Source: an optimization exercise on an open RTL-to-GDS flow (aim: small area). Production flows keep margins and buffers that such runs may drop. Function was checked by simulation only, so behaviour that the tests miss may differ from the original. Power is estimated from default activity; no workload was simulated.

maple:
Design tennis, start of the top module:
module tennis(
 input wire glb_clk,
 input wire pixtick,  
 input wire reset,
 input wire lbat_human,
 input wire [8:0] lbat_move,  
 input wire rbat_human,
 input wire [8:0] rbat_move,  
 input wire tv_mode,
 input wire scanlines,        
 input wire pause,            
 output wire hsync,           
 output wire vsync,          
 output wire csync,           
 output wire ball,            
 output wire left_bat,        
 output wire right_bat,      
 output wire field_and_score,
 output wire sound           
);
For scale: about 34 I/O pins, ~0.0045 mm^2 of cells after synthesis.
==> flow/config.mk <==
export PLATFORM = sky130hd
export DESIGN_NAME = tennis
export DESIGN_NICKNAME = tennis
export VERILOG_FILES = /design/flow/design.v
export SDC_FILE = /design/flow/constraint.sdc
export NUM_CORES = 4
export LEC_CHECK = 0
export CAP_MARGIN = 20
export CORE_MARGIN = 2
export CORE_UTILIZATION = 40
export SLEW_MARGIN = 20
==> flow/constraint.sdc <==
create_clock -name core_clock -period 10.0 [get_ports {glb_clk}]
set_input_delay 2.0000 -clock core_clock [delete_from_list [all_inputs] [get_ports {glb_clk}]]
set_output_delay 2.0000 -clock core_clock [all_outputs]
set_load 0.01 [all_outputs]
standard.sh (not shown) runs the stock make flow with config.mk's settings and CLKGATE_MAP_FILE= SYNTH_SCRIPT=/design/flow/synth_recipe.tcl, a recipe that flattens the netlist after the stock synthesis.
==> flow/flow/run.sh <==
#!/bin/bash
# Own layout flow: the standard synthesis, then its combinational logic re-mapped
# for area with ABC (flip-flops untouched: same instances, names and cells), keeping
# the smallest of several ABC seeds, then the standard ORFS flow from floorplan on,
# with buf_1 port buffers and a clkbuf_8 clock tree.
set -euo pipefail
W=$(pwd)
R=$W/orfs/results/${FLOW_PLATFORM}/tennis/base
LIB=$FLOW_HOME/platforms/${FLOW_PLATFORM}/lib/sky130_fd_sc_hd__tt_025C_1v80.lib
YOSYS=$FLOW_HOME/../tools/install/yosys/bin/yosys
[ -x "$YOSYS" ] || YOSYS=yosys
DU="-dont_use *probe* -dont_use *lpflow* -dont_use *clkbuf* -dont_use *clkinv* -dont_use *dly* -dont_use *conb* -dont_use *bleeder* -dont_use *tap* -dont_use *fill* -dont_use *decap* -dont_use *diode*"

bash standard.sh synth > $W/log_1_standard_synth.txt 2>&1
cp $R/1_2_yosys.v $W/std_netlist.v

resyn() {
  local seed=$1
  local script=$W/flow/area.abc
  if [ $seed -ge 12 ]; then script=$W/flow/area_long.abc; fi
  sed -e "s|@SEED@|$((seed % 12))|g" $script > $W/area_$seed.abc
  sed -e "s|@LIB@|$LIB|g" -e "s|@NET@|$W/std_netlist.v|g" -e "s|@OUT@|$W/resyn_$seed.v|g" \
      -e "s|@SCRIPT@|$W/area_$seed.abc|g" -e "s|@DU@|$DU|g" $W/flow/resyn.ys > $W/resyn_$seed.ys
  "$YOSYS" -l $W/log_2_resyn_$seed.txt -s $W/resyn_$seed.ys > /dev/null 2>&1 || true
}
for group in "0 1 2 3" "4 5 6 7" "8 9 10 11" "12 13 14 15" "16 17 18 19" "20 21 22 23"; do
  for s in $group; do resyn $s & done
  wait
done
best=""; best_area=""
for s in $(seq 0 23); do
  [ -f $W/resyn_$s.v.stat ] && [ -s $W/resyn_$s.v ] || continue
  a=$(grep "Chip area for top module" $W/resyn_$s.v.stat | awk '{print $NF}')
  echo "seed $s area $a" >> $W/log_2_resyn_summary.txt
  if [ -z "$best" ] || awk -v a=$a -v b=$best_area 'BEGIN{exit !(a<b)}'; then best=$s; best_area=$a; fi
done
echo "best seed $best area $best_area" >> $W/log_2_resyn_summary.txt

if [ -n "$best" ]; then cp $W/resyn_$best.v $R/1_2_yosys.v; fi
rm -f $R/1_synth.odb $R/1_synth.sdc
bash standard.sh finish "BUFFER_PORTS_ARGS=-buffer_cell sky130_fd_sc_hd__buf_1" "CTS_ARGS=-sink_clustering_enable -repair_clock_nets -dont_use_dummy_load -sink_clustering_size 28 -sink_clustering_max_diameter 250 -buf_list sky130_fd_sc_hd__clkbuf_8" > $W/log_3_standard_finish.txt 2>&1
==> flow/flow/area_long.abc <==
strash
&get -n
&deepsyn -T 40 -S @SEED@
&put
dch -f
amap
topo
mfs3 -ae
strash
dch -f
amap
topo
mfs3 -ae
Other scripts of this flow, unchanged in this note and not shown: flow/flow/area.abc, flow/flow/resyn.ys
Per the final summary, maple finished and its layout is clean on timing, DRC and antenna.
Inputs modified between maple and ember:
--- a/flow/flow/run.sh
+++ b/flow/flow/run.sh
@@ -19,3 +19 @@
-  local script=$W/flow/area.abc
-  if [ $seed -ge 12 ]; then script=$W/flow/area_long.abc; fi
-  sed -e "s|@SEED@|$((seed % 12))|g" $script > $W/area_$seed.abc
+  sed -e "s|@SEED@|$seed|g" $W/flow/area.abc > $W/area_$seed.abc
@@ -26 +24 @@
-for group in "0 1 2 3" "4 5 6 7" "8 9 10 11" "12 13 14 15" "16 17 18 19" "20 21 22 23"; do
+for group in "0 1 2 3" "4 5 6 7" "8 9 10 11"; do
@@ -31 +29 @@
-for s in $(seq 0 23); do
+for s in 0 1 2 3 4 5 6 7 8 9 10 11; do
@@ -41 +39 @@
-bash standard.sh finish "BUFFER_PORTS_ARGS=-buffer_cell sky130_fd_sc_hd__buf_1" "CTS_ARGS=-sink_clustering_enable -repair_clock_nets -dont_use_dummy_load -sink_clustering_size 28 -sink_clustering_max_diameter 250 -buf_list sky130_fd_sc_hd__clkbuf_8" > $W/log_3_standard_finish.txt 2>&1
+bash standard.sh finish "BUFFER_PORTS_ARGS=-buffer_cell sky130_fd_sc_hd__buf_1" "CTS_ARGS=-sink_clustering_enable -repair_clock_nets -dont_use_dummy_load -root_buf sky130_fd_sc_hd__clkbuf_8 -buf_list sky130_fd_sc_hd__clkbuf_4" > $W/log_3_standard_finish.txt 2>&1
removed: flow/flow/area_long.abc
==> notes.md <==
Via count ended up 1.2% lower on ember than on maple.
ember vs. maple: y dimension of the die closely matched the old numbers; routed wire length went down; combinational cell fraction of total power went up.
Edits applied to the flow inputs when going from ember to sierra:
--- a/flow/flow/run.sh
+++ b/flow/flow/run.sh
@@ -39 +39 @@
-bash standard.sh finish "BUFFER_PORTS_ARGS=-buffer_cell sky130_fd_sc_hd__buf_1" "CTS_ARGS=-sink_clustering_enable -repair_clock_nets -dont_use_dummy_load -root_buf sky130_fd_sc_hd__clkbuf_8 -buf_list sky130_fd_sc_hd__clkbuf_4" > $W/log_3_standard_finish.txt 2>&1
+bash standard.sh finish "BUFFER_PORTS_ARGS=-buffer_cell sky130_fd_sc_hd__buf_1" "CTS_ARGS=-sink_clustering_enable -repair_clock_nets -dont_use_dummy_load -sink_clustering_size 28 -sink_clustering_max_diameter 250 -buf_list sky130_fd_sc_hd__clkbuf_8" > $W/log_3_standard_finish.txt 2>&1
[summary]
Area growth from synthesis to layout essentially unchanged between ember and sierra.
STATUS worst hold slack: sierra loses against ember
On final worst clock skew, ember and sierra are basically level.
Higher layout cell share with drive strength beyond 1 among ember and sierra: ember
sierra against ember: worst-case vdd ir drop -about 40%, total detailed-routing wirelength +270 um, pin count of the biggest net entering global routing +10%, post-CTS setup repair buffer count ~0 delta.
What pepper does differently from sierra at the input level:
--- a/flow/flow/run.sh
+++ b/flow/flow/run.sh
@@ -39 +39 @@
-bash standard.sh finish "BUFFER_PORTS_ARGS=-buffer_cell sky130_fd_sc_hd__buf_1" "CTS_ARGS=-sink_clustering_enable -repair_clock_nets -dont_use_dummy_load -sink_clustering_size 28 -sink_clustering_max_diameter 250 -buf_list sky130_fd_sc_hd__clkbuf_8" > $W/log_3_standard_finish.txt 2>&1
+bash standard.sh finish "BUFFER_PORTS_ARGS=-buffer_cell sky130_fd_sc_hd__buf_1" "CTS_ARGS=-sink_clustering_enable -repair_clock_nets -dont_use_dummy_load -sink_clustering_size 40 -sink_clustering_max_diameter 400 -sink_clustering_levels 1 -buf_list sky130_fd_sc_hd__clkbuf_8" > $W/log_3_standard_finish.txt 2>&1
### Flow results
- As far as number of failing setup endpoints in the final timing report goes, sierra and pepper are indistinguishable; the numbers are identical.
- In pepper the worst hold path stage count turned out 1 higher than in sierra.
- Diff pepper..sierra | design internal power | negligible
- The lower routed via count divided by cell count of pepper and sierra is in pepper.
- Comparing pepper and sierra, the lower global-route wire length before repair is on sierra.
- For width of the chip, sierra and pepper come out practically identical.
- [compare] base=sierra new=pepper: clock buffer and inverter area fraction after layout barely changed; number of logic inverters in the finished layout dropped about 11%.
- Compared with sierra, in pepper final worst setup slack went up, hold slack went up.

---

## run A
tennis, a different RTL version from the one above (not shown whole).
Size: ~680 cells after synthesis, roughly 34 I/O pins, about 0.0046 mm² of cells after synthesis.
export LEC_CHECK = 0
export CAP_MARGIN = 20
export CORE_MARGIN = 2
export CORE_UTILIZATION = 40
export SLEW_MARGIN = 20
create_clock -name core_clock -period 10.0 [get_ports {glb_clk}]
==> flow/flow/run.sh <==
#!/bin/bash
# Own layout flow: the standard synthesis, then its combinational logic re-mapped
# for area with ABC (flip-flops untouched: same instances, names and cells), keeping
# the smallest of several ABC seeds, then the standard ORFS flow from floorplan on,
# with buf_1 port buffers and a clkbuf_8 clock tree.
set -euo pipefail
W=$(pwd)
R=$W/orfs/results/${FLOW_PLATFORM}/tennis/base
LIB=$FLOW_HOME/platforms/${FLOW_PLATFORM}/lib/sky130_fd_sc_hd__tt_025C_1v80.lib
YOSYS=$FLOW_HOME/../tools/install/yosys/bin/yosys
[ -x "$YOSYS" ] || YOSYS=yosys
DU="-dont_use *probe* -dont_use *lpflow* -dont_use *clkbuf* -dont_use *clkinv* -dont_use *dly* -dont_use *conb* -dont_use *bleeder* -dont_use *tap* -dont_use *fill* -dont_use *decap* -dont_use *diode*"

bash standard.sh synth > $W/log_1_standard_synth.txt 2>&1
cp $R/1_2_yosys.v $W/std_netlist.v

resyn() {
  local seed=$1
  sed -e "s|@SEED@|$seed|g" $W/flow/area.abc > $W/area_$seed.abc
  sed -e "s|@LIB@|$LIB|g" -e "s|@NET@|$W/std_netlist.v|g" -e "s|@OUT@|$W/resyn_$seed.v|g" \
      -e "s|@SCRIPT@|$W/area_$seed.abc|g" -e "s|@DU@|$DU|g" $W/flow/resyn.ys > $W/resyn_$seed.ys
  "$YOSYS" -l $W/log_2_resyn_$seed.txt -s $W/resyn_$seed.ys > /dev/null 2>&1 || true
}
for group in "0 1 2 3" "4 5 6 7"; do
  for s in $group; do resyn $s & done
  wait
done
best=""; best_area=""
for s in 0 1 2 3 4 5 6 7; do
  [ -f $W/resyn_$s.v.stat ] && [ -s $W/resyn_$s.v ] || continue
  a=$(grep "Chip area for top module" $W/resyn_$s.v.stat | awk '{print $NF}')
  echo "seed $s area $a" >> $W/log_2_resyn_summary.txt
  if [ -z "$best" ] || awk -v a=$a -v b=$best_area 'BEGIN{exit !(a<b)}'; then best=$s; best_area=$a; fi
done
echo "best seed $best area $best_area" >> $W/log_2_resyn_summary.txt

if [ -n "$best" ]; then cp $W/resyn_$best.v $R/1_2_yosys.v; fi
rm -f $R/1_synth.odb $R/1_synth.sdc
bash standard.sh finish "BUFFER_PORTS_ARGS=-buffer_cell sky130_fd_sc_hd__buf_1" "CTS_ARGS=-sink_clustering_enable -repair_clock_nets -dont_use_dummy_load -buf_list {sky130_fd_sc_hd__clkbuf_4 sky130_fd_sc_hd__clkbuf_8}" > $W/log_3_standard_finish.txt 2>&1
Other scripts of this flow, unchanged in this note and not shown: flow/flow/area.abc, flow/flow/resyn.ys
Run A did not stop at any stage, and its layout met the timing, design-rule and antenna checks.
Input changes introduced in run B (baseline for comparison: run A):
--- a/flow/flow/run.sh
+++ b/flow/flow/run.sh
@@ -38,2 +38,2 @@
 rm -f $R/1_synth.odb $R/1_synth.sdc
-bash standard.sh finish "BUFFER_PORTS_ARGS=-buffer_cell sky130_fd_sc_hd__buf_1" "CTS_ARGS=-sink_clustering_enable -repair_clock_nets -dont_use_dummy_load -buf_list {sky130_fd_sc_hd__clkbuf_4 sky130_fd_sc_hd__clkbuf_8}" > $W/log_3_standard_finish.txt 2>&1
+bash standard.sh finish "BUFFER_PORTS_ARGS=-buffer_cell sky130_fd_sc_hd__buf_1" "CTS_ARGS=-sink_clustering_enable -repair_clock_nets -dont_use_dummy_load -buf_list sky130_fd_sc_hd__clkbuf_4 sky130_fd_sc_hd__clkbuf_8" > $W/log_3_standard_finish.txt 2>&1
## What came out
- Run B did not make it past clock tree synthesis, where a tool error ended it.
- Re number of top-level pins: no difference whatsoever between run B and run A.
- Summary of run B over run A: placer's final routability congestion estimate neither gained nor lost much; number of placement rows neither gained nor lost much; instance count of the mapped netlist neither gained nor lost much; number of buffer cells added on primary ports neither gained nor lost much.
The inputs of run C differ from those of run B as listed below.
--- a/flow/flow/run.sh
+++ b/flow/flow/run.sh
@@ -38,2 +38,2 @@
 rm -f $R/1_synth.odb $R/1_synth.sdc
-bash standard.sh finish "BUFFER_PORTS_ARGS=-buffer_cell sky130_fd_sc_hd__buf_1" "CTS_ARGS=-sink_clustering_enable -repair_clock_nets -dont_use_dummy_load -buf_list sky130_fd_sc_hd__clkbuf_4 sky130_fd_sc_hd__clkbuf_8" > $W/log_3_standard_finish.txt 2>&1
+bash standard.sh finish "BUFFER_PORTS_ARGS=-buffer_cell sky130_fd_sc_hd__buf_1" "CTS_ARGS=-sink_clustering_enable -repair_clock_nets -dont_use_dummy_load -sink_clustering_size 28 -sink_clustering_max_diameter 250 -buf_list sky130_fd_sc_hd__clkbuf_8" > $W/log_3_standard_finish.txt 2>&1
Run B -> run C: placement-stage cell area delta 0, exact match
Width of the chip came out exactly the same in run B and run C.
Between run B and run C, the difference in starting density of the core is negligible.
Run C closes out successfully: all stages finished, all timing, DRC and antenna checks passed.
Run B and run C ended up with nearly the same area of the mapped netlist.

==> afterwards: timing with drivers on the ports <==
Ports are ideal in the flow. The routed layouts listed here were re-timed in OpenROAD. Step 1 (the two cells are an assumption about what drives the block):
set clk [get_ports {glb_clk}]
set_driving_cell -lib_cell sky130_fd_sc_hd__clkbuf_16 $clk
set_driving_cell -lib_cell sky130_fd_sc_hd__buf_2 [delete_from_list [all_inputs] $clk]
Step 2, shift: input delay + t, output delay - t, t = (earliest + latest rising clock arrival at the registers) / 2. This alone moves slack from input paths to output paths. Slacks: ideal ports / drivers / drivers and shift; pairs: ideal ports / drivers.
run | t, ns | setup WS [ns] | hold slack, ns | worst setup path at the end | pins driven straight from the clock port
maple | 0.393 | 1.354 / 1.363 / 0.970 | 0.451 / 0.451 / 0.451 | input to register | 1
ember | 0.399 | 1.196 / 1.213 / 0.814 | 0.509 / 0.509 / 0.509 | input to register | 1
sierra | 0.393 | 1.354 / 1.363 / 0.970 | 0.451 / 0.451 / 0.451 | input to register | 1
pepper | 0.386 | 2.789 / 2.800 / 2.415 | 0.477 / 0.477 / 0.477 | input to register | 1
run A | 0.392 | 1.562 / 1.576 / 1.184 | 0.505 / 0.505 / 0.505 | input to register | 1
run C | 0.392 | 1.562 / 1.576 / 1.184 | 0.505 / 0.505 / 0.505 | input to register | 1
After both steps setup and hold are still met in every run listed.
